This is an optimization exercise on Yosys and OpenROAD, whose aim is small area, not a production implementation. The RTL was checked by simulation tests, not by an equivalence proof against the original design. No activity file was given, so power comes from the tool's default toggle rates.

==> flow/design.v <==
module key_scan(
    input            clk,
    input            rst_n,
    input      [3:0] key_col,
    output     [3:0] key_row,
    output     [3:0] key_out,
    output           key_vld
);
    reg [3:0] col_ff0, col_ff1;
    reg [6:0] shake_cnt;
    reg [2:0] r;
    reg [4:0] s;
    reg [1:0] col_get;
    always @(posedge clk or negedge rst_n)
        if (!rst_n) begin
            col_ff0 <= 4'hf;
            col_ff1 <= 4'hf;
        end else begin
            col_ff0 <= key_col;
            col_ff1 <= col_ff0;
        end
    wire any_low    = ~&col_ff1;
    wire shake_flag = any_low & shake_cnt[6] & shake_cnt[5] & shake_cnt[1] & shake_cnt[0];
    wire [7:0] sc;
    wire [6:0] ss;
    assign sc[0] = any_low;
    genvar i;
    generate for (i = 0; i < 7; i = i + 1) begin : g_shake
        assign ss[i]    = shake_cnt[i] ^ sc[i];
        assign sc[i+1]  = shake_cnt[i] & sc[i];
    end endgenerate
    always @(posedge clk or negedge rst_n)
        if (!rst_n)
            shake_cnt <= 7'd0;
        else
            shake_cnt <= {ss[6] & ~shake_flag, ss[5] & ~shake_flag, ss[4:3],
                          ss[2] & ~shake_flag, ss[1:0]};
    wire idle  = r[2] & r[0];       
    wire r_is4 = r[2] & ~r[0];
    wire [4:0] qc;
    wire [3:0] qs;
    assign qc[0] = 1'b1;
    generate for (i = 0; i < 4; i = i + 1) begin : g_s
        assign qs[i]   = s[i] ^ qc[i];
        assign qc[i+1] = s[i] & qc[i];
    end endgenerate
    always @(posedge clk or negedge rst_n)
        if (!rst_n) begin
            r <= 3'd7;
            s <= 5'd0;
        end else if (s[4]) begin
            if (r_is4) begin
                if (!any_low) begin
                    r <= 3'd7;
                    s[4] <= 1'b0;
                end
            end else begin
                r <= r + 3'd1;
                s[4] <= 1'b0;
            end
        end else if (idle) begin
            if (shake_flag)
                s[4] <= 1'b1;
        end else
            s <= {qc[4], qs};
    always @(posedge clk)
        if (idle & ~s[4])
            col_get <= (col_ff1 == 4'b1110) ? 2'd0 :
                       (col_ff1 == 4'b1101) ? 2'd1 :
                       (col_ff1 == 4'b1011) ? 2'd2 : 2'd3;
    assign key_row = {~r[2] & (r[1:0] != 2'd3), ~r[2] & (r[1:0] != 2'd2),
                      ~r[2] & (r[1:0] != 2'd1), ~r[2] & (r[1:0] != 2'd0)};
    assign key_vld = ~r[2] & (&s[3:0]) & ~col_ff1[col_get];
    assign key_out = {r[1:0], col_get};
endmodule
module control(
    input            clk,
    input            rst_n,
    input      [3:0] key_num,
    input            key_vld,
    input      [2:0] dsel,
    output     [4:0] dchar
);
    localparam NONE = 5'd31;
    reg        err, pw, lock, twice;
    reg [3:0]  cnt_pw;       
    reg [15:0] password;
    reg [15:0] cnt_10s;
    reg [7:0]  cnt_2s_hi;
    wire digit   = key_vld & (key_num < 4'd10);
    wire confirm = key_vld & (key_num == 4'd10);
    wire pw_ok   = password == 16'h2345;
    wire [16:0] tc;
    wire [15:0] ts;
    assign tc[0] = pw;
    genvar i;
    generate for (i = 0; i < 16; i = i + 1) begin : g_10s
        assign ts[i]   = cnt_10s[i] ^ tc[i];
        assign tc[i+1] = cnt_10s[i] & tc[i];
    end endgenerate
    wire end_10s = pw & cnt_10s[15] & cnt_10s[14] & cnt_10s[9] & cnt_10s[8] &
                   cnt_10s[6] & cnt_10s[3] & cnt_10s[2] & cnt_10s[1] & cnt_10s[0];
    wire [13:0] e_q = {cnt_2s_hi, twice, lock, cnt_pw};
    wire [14:0] ec;
    wire [13:0] es;
    assign ec[0] = 1'b1;
    generate for (i = 0; i < 14; i = i + 1) begin : g_2s
        assign es[i]   = e_q[i] ^ ec[i];
        assign ec[i+1] = e_q[i] & ec[i];
    end endgenerate
    wire end_2s = err & cnt_2s_hi[7] & cnt_2s_hi[4] & cnt_2s_hi[3] & cnt_2s_hi[2] &
                  (&cnt_pw);
    wire add_pw  = ~err & digit & ~cnt_pw[3];
    wire leave   = end_10s | (confirm & (~pw_ok | (lock & twice)));   
    wire to_err  = pw & confirm & ~pw_ok & ~end_10s;
    always @(posedge clk or negedge rst_n)
        if (!rst_n) begin
            err    <= 1'b0;
            pw     <= 1'b0;
            lock   <= 1'b1;
            twice  <= 1'b0;
            cnt_pw <= 4'd0;
        end else if (err) begin
            err <= ~end_2s;
            {twice, lock, cnt_pw} <= es[5:0];
        end else begin
            err <= to_err;
            pw  <= pw ? ~leave : digit;
            if (pw & confirm & ~end_10s & (~pw_ok | (lock & twice)))
                lock <= 1'b0;
            if (pw)
                twice <= twice ? ~(end_10s | confirm) : (lock & confirm & pw_ok);
            if (confirm | end_10s)
                cnt_pw <= 4'd0;
            else if (add_pw)
                cnt_pw <= {cnt_pw[2:0], 1'b1};
        end
    always @(posedge clk)
        cnt_2s_hi <= es[13:6] & {8{err}};
    always @(posedge clk or negedge rst_n)
        if (!rst_n)
            cnt_10s <= 16'd0;
        else
            cnt_10s <= {ts[15:14] & {2{~end_10s}}, ts[13:10], ts[9:8] & {2{~end_10s}},
                        ts[7], ts[6] & ~end_10s, ts[5], ts[4] & ~end_10s, ts[3:0]};
    always @(posedge clk or negedge rst_n)
        if (!rst_n)
            password[3] <= 1'b1;
        else if (add_pw)
            password[3] <= key_num[3];
    always @(posedge clk)
        if (add_pw)
            {password[15:4], password[2:0]} <= {password[11:0], key_num[2:0]};
    wire [4:0] fixed_char = {1'b1,
        (dsel[0] & dsel[1] & ~err) | (dsel[2] & ~err) | (dsel[0] & ~dsel[1] & err),
        ~((dsel[1] & ~lock) | (~dsel[2] & err) | (~dsel[0] & ~dsel[1] & ~err & lock)),
        (~dsel[1] & ~lock) | (dsel[0] & ~dsel[2]) | (err) | (~dsel[0] & ~dsel[1]),
        ~((dsel[0] & ~dsel[2]) | (dsel[1]) | (~dsel[0] & err) | (~dsel[0] & dsel[2] & lock))};
    reg  [4:0] pw_char;
    always @(*)
        case (dsel)
            3'd0:    pw_char = cnt_pw[0] ? {1'b0, password[3:0]}   : NONE;
            3'd1:    pw_char = cnt_pw[1] ? {1'b0, password[7:4]}   : NONE;
            3'd2:    pw_char = cnt_pw[2] ? {1'b0, password[11:8]}  : NONE;
            3'd3:    pw_char = cnt_pw[3] ? {1'b0, password[15:12]} : NONE;
            default: pw_char = NONE;
        endcase
    assign dchar = pw ? pw_char : fixed_char;
endmodule
module seg_display(
    input            clk,
    input            rst_n,
    input      [4:0] dchar,
    output     [2:0] dsel,
    output     [7:0] segment,
    output     [5:0] seg_sel
);
    reg [4:0] cnt_300us;
    reg [2:0] sel;        
    reg [4:0] hold;
    reg [4:0] code;
    wire end_300us = cnt_300us[4] & cnt_300us[1] & cnt_300us[0];
    wire load      = cnt_300us[3] & cnt_300us[0] & ~cnt_300us[2] & ~cnt_300us[1];
    wire [5:0] pc;
    wire [4:0] ps;
    assign pc[0] = 1'b1;
    genvar i;
    generate for (i = 0; i < 5; i = i + 1) begin : g_p
        assign ps[i]   = cnt_300us[i] ^ pc[i];
        assign pc[i+1] = cnt_300us[i] & pc[i];
    end endgenerate
    always @(posedge clk or negedge rst_n)
        if (!rst_n)
            cnt_300us <= 5'd0;
        else
            cnt_300us <= {ps[4] & ~end_300us, ps[3], ps[2] & ~end_300us, ps[1:0]};
    always @(posedge clk or negedge rst_n)
        if (!rst_n)
            sel <= 3'd7;
        else if (cnt_300us == 5'd0)
            sel <= (sel == 3'd5) ? 3'd0 : sel + 3'd1;
    reg [4:0] take_at;
    always @(*)
        case (sel)
            3'd0: take_at = 5'd4;
            3'd1: take_at = 5'd3;
            3'd2: take_at = 5'd2;
            3'd3: take_at = 5'd1;
            3'd4: take_at = 5'd6;
            default: take_at = 5'd5;
        endcase
    assign dsel = sel;
    always @(posedge clk)
        if (cnt_300us == take_at)
            hold <= dchar;
    always @(posedge clk or negedge rst_n)
        if (!rst_n)
            code <= 5'd31;
        else if (load)
            code <= hold;
    wire [6:0] seg = {(~code[1] & ~code[2] & ~code[3] & ~code[4]) | (code[0] & code[1] & code[2] & ~code[4]) | (code[2] & code[3]),
        (code[0] & ~code[2] & ~code[3]) | (code[1] & ~code[2]) | (code[0] & code[1]),
        (code[0] & ~code[4]) | (~code[1] & code[2] & ~code[4]) | (code[0] & code[1] & code[3]),
        (code[0] & ~code[1] & ~code[2] & ~code[3]) | (~code[0] & ~code[1] & code[2] & ~code[4]) | (code[0] & code[1] & code[2]) | (~code[0] & ~code[2] & ~code[3] & code[4]),
        ~((~code[1] & ~code[4]) | (code[0] & ~code[3]) | (code[2] & ~code[4]) | (~code[2] & code[3])),
        ~((~code[0] & ~code[1]) | (code[0] & ~code[2]) | (~code[2] & ~code[4]) | (code[0] & code[1] & ~code[4])),
        (code[0] & ~code[1] & ~code[2] & ~code[3]) | (~code[0] & ~code[1] & code[2]) | (code[1] & ~code[2] & code[4]) | (code[0] & code[4])};
    assign segment = {1'b1, seg};
    assign seg_sel = (sel == 3'd7) ? 6'b000000 : ~(6'b000001 << sel);
endmodule
module top(
    input        clk,
    input        rst_n,
    input  [3:0] key_col,
    output [3:0] key_row,
    output [5:0] seg_sel,
    output [7:0] segment
);
    wire [3:0] key_out;
    wire       key_vld;
    wire [2:0] dsel;
    wire [4:0] dchar;
    key_scan u_key_scan(.clk(clk), .rst_n(rst_n), .key_col(key_col),
                        .key_row(key_row), .key_out(key_out), .key_vld(key_vld));
    control u_ctrl(.clk(clk), .rst_n(rst_n), .key_num(key_out), .key_vld(key_vld),
                   .dsel(dsel), .dchar(dchar));
    seg_display u_segment(.clk(clk), .rst_n(rst_n), .dchar(dchar), .dsel(dsel),
                          .segment(segment), .seg_sel(seg_sel));
endmodule
==> flow/run.sh <==
#!/bin/bash
# synth_recipe.tcl (not shown) runs the flow's synth.tcl, then flattens the netlist and writes it again
# the make line also repeats each setting of config.mk as NAME=value (left out here)
make -C /OpenROAD-flow-scripts/flow DESIGN_CONFIG=/design/flow/config.mk WORK_HOME=/design/flow/orfs CLKGATE_MAP_FILE= SYNTH_SCRIPT=/design/flow/synth_recipe.tcl finish
==> flow/config.mk <==
export PLATFORM = sky130hd
export DESIGN_NAME = top
export DESIGN_NICKNAME = top
export VERILOG_FILES = /design/flow/design.v
export SDC_FILE = /design/flow/constraint.sdc
export NUM_CORES = 4
export LEC_CHECK = 0
export ABC_AREA = 1
export CAP_MARGIN = 20
export CORE_MARGIN = 2
export CORE_UTILIZATION = 40
export SLEW_MARGIN = 20
==> flow/constraint.sdc <==
create_clock -name core_clock -period 10.0 [get_ports {clk}]
set_input_delay 2.0000 -clock core_clock [delete_from_list [all_inputs] [get_ports {clk}]]
set_output_delay 2.0000 -clock core_clock [all_outputs]
set_load 0.01 [all_outputs]
==> reports/results.md <==
## STA
• 0.770 ns — Worst Tran Pin Value
• 0 ns — Total Negative Setup Slacks
• 48.6% — worst slew margin relative to its limit
• 0 — number of setup violations in the final report
• no — setup repair after global routing missed its margin
• 0.251 GHz — Fmax
• 0 — final hold violation count
• 3.99 ns — Min Clock Period, post-route
• 0 — total count of max-transition violations in the final report
• 39.9% — final worst-path cycle share
• 0.00381 ns — final clock skew
• 0.358 ns — Min Hold Slack

## CTS
• 0 — count of cells resized by post-cts repair
• 0.35 ns — clock latency on the worst-skew pair
• clkbuf_16 — root buffer selected by CTS
• 0.06 ns — clock-pin slew of the registers on the worst-case setup and hold paths
• 9 — clock buffer count from CTS
• 0 — total setup buffers inserted after CTS
• 91 — number of sinks driven by the clock tree
• 2 — maximum root-to-sink buffer count
• yes — TritonCTS clock tree
• 0 — Post-CTS Hold Fix Bufs
• 3 — total number of H-tree levels

## Synthesis
• 91 — Yosys reg bits
• dfrtp_1 — most area-hungry cell type in the Yosys netlist
• 22 — Post-synth EDFFs
• 51.7% — sequential element share of the synthesized area
• nand2_1, inv_1, ha_1 — most numerous cell types in the synthesized netlist
• nand2_1 — dominant cell by count in the synthesized netlist
• 516 — net count after synthesis
• 3 — yosys synthesis warning count
• 21.8% — share of the synthesized area in the top cell type
• 463 — cells after synthesis
• dfrtp_1 — Top FF cell, synth
• 4590 sq um — Post-Syn Area
• dfrtp_1, edfxtp_1, ha_1, dfstp_2, nand2_1 — Area contributors post-synth
• 48 — count of unique library cells instantiated by Yosys
• 67.0% — asr flop ratio synth
• 9.91 sq um — synthesized area per cell

## Power and ir drop
• 6.1% — combinational share of power
• 0.109 mV — maximum resistive drop on vdd
• 0.677 mW — Internal Power
• 162 nW/um^2 — PD cells
• 20.9% — switching part of the total power
• 0.178 mW — net load switching power
• 44.3% — Clk network pwr share
• 49.6% — Reg power frac
• 2.56 nW — Lkg Pwr

## Worst setup path
• 8.00 ns — data required time at the worst endpoint
• primary output — type of element capturing the critical path
• flip-flop — CP startpoint kind
• 1.99 ns — Critical Path AT
• 6.25 ns — minimum setup slack among reg-to-reg paths
• flip-flop to primary output — classification of the worst setup path
• 5 — CP max FO

## Global route
• met2 — peak-usage layer in the global routing report
• 3.12% — GRT met3 Usage
• 25.5% — met2 demand-to-capacity share in global routing
• 14.9% — total routing resource utilization after global routing
• 14700 um — wire length of the first global-routing pass
• 0 — overflow left after global routing
• 3196 — via count of the first global-routing pass
• 17.8% — met1 track demand over resource
• 0 — number of antenna violations at the first check in global routing
• 62 — largest net degree at the start of global routing

## Die
• 111 um — die width
• 40.5% — initial cell density of the core
• 24 — number of primary I/O pins
• 111 um — die boundary height
• 11300 sq um — Core Region
• 12300 sq um — Die Footprint
• 39 — num rows

## Routing
• 4 — Detailed Routing Iterations Pass 1
• 3169 — count of vias placed by the detailed router
• 0 — antenna-violating nets left
• 8360 um — Routed WL
• 13.1 um — DR WL/cell
• 0 — DRC errors left
• 195 — count of routing violations after the opening detailed-route iteration
• 4.96 — post-detailed-route via-to-cell ratio

## Place
• 0.909 — global placement routability congestion
• 6200 um — post-detail-place hpwl
• 22 — number of buffers inserted by port buffering

## Layout
• 16.3% — proportion of layout cells with a drive suffix above 1
• 544 — Layout Nets
• 0 — antenna cell count
• 15.2% — layout-stage area growth over the synthesis result

## Flow run
• 0 — max_cap viols

## Min path
• flip-flop to flip-flop — type of the most critical hold path

## Status
• timing/DRC/antenna clean — result of the run

-- cell families after synthesis --
family | synth area share [%]
and+or+nand+nor | 18.0
DFF | 51.7
buffers and inverters | 6.74
AOI/OAI and AO/OA | 8.51
adders and majority gates | 12.8
xor gates and xnor gates | 1.34
muxes | 0.736
other | 0.0818
-- sequential cells by signal, summed over array words and instances (netlist names) --
signal / cells
u_ctrl.cnt_2s_hi: 8
u_segment.sel: 3
u_segment.code: 5
u_ctrl.err: 1
u_key_scan.col_ff0: 4
u_key_scan.s: 5
u_segment.cnt_300us: 5
u_key_scan.col_get: 2
u_key_scan.r: 3
u_ctrl.password: 16
u_ctrl.cnt_10s: 16
u_ctrl.cnt_pw: 4
u_segment.hold: 5
u_key_scan.shake_cnt: 7
u_key_scan.col_ff1: 4
u_ctrl.twice: 1
u_ctrl.lock: 1
u_ctrl.pw: 1
-- power groups by stage --
stage	clock network, mW	registers (mW)	logic (mW)
detailed placement	0	0.432	0.0547
CTS	0.390	0.425	0.0554
global route	0.404	0.429	0.0663
floorplan	0	0.428	0.0372
global placement	0	0.431	0.0514
finish	0.379	0.425	0.0523
-- layer usage --
layer	routed length, um	vias up
li1	-	1584
met1	3690	1505
met2	4090	63
met3	369	17
met4	208	0
met5	0	-
-- cells in the final DEF, fill, tap and decap left out, types with 4 or more instances in the layout --
master | netlist | layout
edfxtp_1 | 22 | 22
clkdlybuf4s50_1 | 0 | 21
inv_2 | 12 | 12
nand4_1 | 7 | 7
dfstp_2 | 21 | 21
xor2_1 | 4 | 4
dfxtp_1 | 8 | 8
nand2_1 | 83 | 83
a21oi_1 | 15 | 15
nor2_4 | 4 | 4
clkbuf_16 | 0 | 9
nor2_1 | 43 | 43
o21ai_1 | 8 | 8
inv_1 | 58 | 58
o21ai_0 | 22 | 22
nand3_1 | 12 | 12
nor3_1 | 5 | 5
nand2_2 | 7 | 7
ha_1 | 47 | 47
dfrtp_1 | 40 | 40
-- critical path: stages, from the launching register on --
cell             delay, ns
dfstp_2               0.61
nand2_2               0.10
inv_1                 0.08
ha_1                  0.18
inv_1                 0.07
o21ai_0               0.08
inv_1                 0.05
clkdlybuf4s50_1       0.47
-- path summary, 6_finish.rpt --
| path | start | cells after the start | endpoint |
|---|---|---|---|
| min reg2reg | u_key_scan.col_ff0[1]$_DFF_PN1_ | 0 | u_key_scan.col_ff1[1]$_DFF_PN1_ |
| max reg2reg | u_ctrl.pw$_DFFE_PN0N_ | 18 | u_ctrl.cnt_10s[15]$_DFF_PN0_ |
| min | u_key_scan.col_ff0[1]$_DFF_PN1_ | 0 | u_key_scan.col_ff1[1]$_DFF_PN1_ |
| min in group asynchronous | rst_n | 2 | u_key_scan.shake_cnt[0]$_DFF_PN0_ |
| max in group asynchronous | rst_n | 2 | u_key_scan.s[2]$_DFFE_PN0P_ |
| max | u_segment.sel[0]$_DFFE_PN1N_ | 7 | seg_sel[5] |
-- stage by stage --
step	std cells	setup WS [ns]	power, mW	utilization (%)	cell area [sq um]
5_1_grt	639	5.90	0.899	46.7	5280
4_1_cts	639	5.99	0.870	46.7	5280
3_3_place_gp	623	6.33	0.482	43.7	4950
3_5_place_dp	623	6.23	0.487	43.7	4950
2_1_floorplan	463	6.43	0.465	-	4590
6_report	639	6.01	0.856	46.7	5280
-- final cells by class --
type	instances	area [sq um]
repair buffers	23	223
clock buffers	11	233
flip-flops and latches	91	2370
fillers	1101	6040
multi-input cells	295	1900
inverters	71	269
well taps	143	179
clock inverters	5	101

re-timing with driven ports:
In the flow no input, the clock included, has a driving cell. The finished layout below was timed again as built, in two steps.
Step 1 (the two cells are an assumption about what drives the block):
set clk [get_ports {clk}]
set_driving_cell -lib_cell sky130_fd_sc_hd__clkbuf_16 $clk
set_driving_cell -lib_cell sky130_fd_sc_hd__buf_2 [delete_from_list [all_inputs] $clk]
Step 2 adds t to the input delays and takes it off the output delays; t is the mean of the earliest and latest rising clock arrival at the registers after step 1. Input paths then give back, and output paths get back, about the clock's delay inside the block.
Slacks: ideal / step 1 / step 2; pairs: ideal / step 1.
t, ns: 0.378
slack for setup (ns): 6.011 / 5.976 / 6.254
latest minus earliest clock arrival (ns): 0.004 / 0.004
After both steps setup and hold are still met in this run. For this run, drivers alone change the setup slack by -0.035 ns; drivers and shift together by +0.243 ns.
